This is an optimization exercise on Yosys and OpenROAD, whose aim is small area, a short achievable clock period and few clock cycles per item, not a production implementation. At most, simulation tests tie the RTL to the original design; equivalence was not proved. Power and IR drop assume default switching activity.

old:
==> flow/design.v (excerpt) <==
module rvv_div #(
  parameter int K   = 2,          
  parameter int ADD = 1           
) (
  input  logic         clk,
  input  logic         rst_n,
  input  logic         in_valid,
  input  logic [2:0]   in_rob_entry,
  input  logic [5:0]   in_funct6,
  input  logic [2:0]   in_funct3,
  input  logic [2:0]   in_eew,
  input  logic [127:0] in_vs1,
  input  logic [127:0] in_vs2,
  input  logic [31:0]  in_rs1,
  output logic         out_valid,
  output logic [2:0]   out_rob_entry,
  output logic [127:0] out_data,
  input  logic         out_ready
);
clock: 11.5 ns
lec_check: 0
cap_margin: 40
core_margin: 2
core_utilization: 45
setup_slack_margin: 5
slew_margin: 40
run.sh (not shown) runs the stock make flow with config.mk's settings and CLKGATE_MAP_FILE= SYNTH_SCRIPT=/design/flow/synth_recipe.tcl, a recipe that flattens the netlist after the stock synthesis.
old was carried through to the last stage, and its layout satisfied the timing, DRC and antenna checks.
--- input diff old..new ---
-- flow/design.v --
<<< old, line 534
  logic [15:0] i_bz;              
  logic [15:0] i_ci, i_neg;
  logic [127:0] i_d, i_q;
  assign i_e8  = (in_eew == 3'd2);
  assign i_e16 = (in_eew == 3'd3);
>>> new, line 534
  logic [15:0] i_bz;              
  logic [15:0] i_ci, i_neg;
  logic [127:0] i_d;
  assign i_e8  = (in_eew == 3'd2);
  assign i_e16 = (in_eew == 3'd3);
<<< old, line 558
    end
  end
  assign i_q = seg_neg(in_vs2, i_sa, i_st);
  logic [127:0]  d_q;             
  logic [15:0]   ci_q;            
>>> new, line 558
    end
  end
  logic [127:0]  d_q;             
  logic [15:0]   ci_q;            
<<< old, line 600
      r_q <= r_it;
    end else if (!done_q) begin
      q_q <= i_q;
      r_q <= '0;
    end
>>> new, line 599
      r_q <= r_it;
    end else if (!done_q) begin
      q_q <= nx;
      r_q <= '0;
    end
<<< old, line 653
      else                                 q_it[i] = q_q[i-K];
  end
  assign out_valid     = done_q;
  assign out_rob_entry = rob_q;
  assign out_data      = seg_neg(rem_q ? r_q : q_q, neg_q, st);
endmodule
>>> new, line 652
      else                                 q_it[i] = q_q[i-K];
  end
  logic         idle;
  logic [127:0] nx;
  assign idle = ~run_q & ~done_q;
  assign nx   = seg_neg(idle ? in_vs2 : rem_q ? r_q : q_q,
                        idle ? i_sa : neg_q, idle ? i_st : st);
  assign out_valid     = done_q;
  assign out_rob_entry = rob_q;
  assign out_data      = nx;
endmodule
--- outcome ---
The total detailed-routing wirelength of new exceeds that of old by 5600 um. Summary of new over old: count of filler cells inserted in the layout went down by about 8%, combinational power went up by about 10%. Diff old -> new | detailed placement HPWL | down by a few percent. Clock period minus worst slack: new > old. new: flow completed, timing, DRC and antenna clean.
No functional check of the RTL was part of any run of this note.

--- another note on this design; it stands on its own ---

Design rvv_div, start of the top module:
module rvv_div #(
  parameter int K   = 1,          
  parameter int ADD = 1           
) (
  input  logic         clk,
  input  logic         rst_n,
  input  logic         in_valid,
  input  logic [2:0]   in_rob_entry,
  input  logic [5:0]   in_funct6,
  input  logic [2:0]   in_funct3,
  input  logic [2:0]   in_eew,
  input  logic [127:0] in_vs1,
  input  logic [127:0] in_vs2,
  input  logic [31:0]  in_rs1,
  output logic         out_valid,
  output logic [2:0]   out_rob_entry,
  output logic [127:0] out_data,
  input  logic         out_ready
);
export LEC_CHECK = 0
export CAP_MARGIN = 30
export CORE_MARGIN = 2
export CORE_UTILIZATION = 55
export CTS_CLUSTER_DIAMETER = 80
export CTS_CLUSTER_SIZE = 20
export SLEW_MARGIN = 30
create_clock -name core_clock -period 11.5 [get_ports {clk}]
standard.sh (not shown) runs the stock make flow with config.mk's settings and CLKGATE_MAP_FILE= SYNTH_SCRIPT=/design/flow/synth_recipe.tcl, a recipe that flattens the netlist after the stock synthesis.
==> flow/flow/run.sh <==
#!/bin/bash
set -euo pipefail
bash standard.sh SETUP_SLACK_MARGIN=7.9 "BUFFER_PORTS_ARGS=-buffer_cell sky130_fd_sc_hd__buf_1" finish > standard.log 2>&1
The starting point produced a clean layout.
Testbench counts at the start, summed over its fixed seeds: cycles 693,362, uops 32,000.
Next try:
- CAP_MARGIN: 30 -> 40
- CORE_UTILIZATION: 55 -> 45
- SLEW_MARGIN: 30 -> 40
=> The new run ran to the end with no violations; worst hold slack improves by 0.014 ns; critical path depth is lower by 2; design area is higher by 0.47%; cell count is higher by 2.4%; via count is lower by 2.0%; routed wire length is higher by 2.9%; synthesized cell count does not change; clock power is higher by about 5%; combinational power hardly moves; non-clock buffer count is lower by 1; global-route usage is lower by 5.3 points.

port drivers added, routing unchanged:
How much do the figures lean on ideal ports? The routed layouts below were timed once more, with nothing changed but the port constraints.
Step 1 sets driving cells, clkbuf_16 on the clock port and buf_2 on the other inputs (assumed; they add their load-dependent delay and slew).
Step 2 moves the port delays by t, midway between the first and last clock arrival at a register: inputs arrive t later, outputs are due t later. That takes back most of the time a late clock gives input paths.
Slacks: ideal / step 1 / step 2; pairs: ideal / step 1.
| run | t (ns) | slack for setup (ns) | latest minus earliest clock arrival (ns) | worst slew at a driven data input, ns |
|---|---|---|---|---|
| old | 0.698 | 5.010 / 5.010 / 4.424 | 0.024 / 0.024 | 0.18 |
| new | 0.720 | 4.422 / 4.388 / 4.392 | 0.033 / 0.033 | 0.18 |
| the first run of note 2 | 0.646 | 7.825 / 7.830 / 7.184 | 0.018 / 0.018 | 0.11 |
| the second run of note 2 | 0.653 | 7.912 / 7.786 / 7.133 | 0.030 / 0.030 | 0.19 |
After both steps setup and hold are still met in every run listed. For the second run of note 2, which loses most, drivers alone change the setup slack by -0.126 ns; drivers and shift together by -0.779 ns.
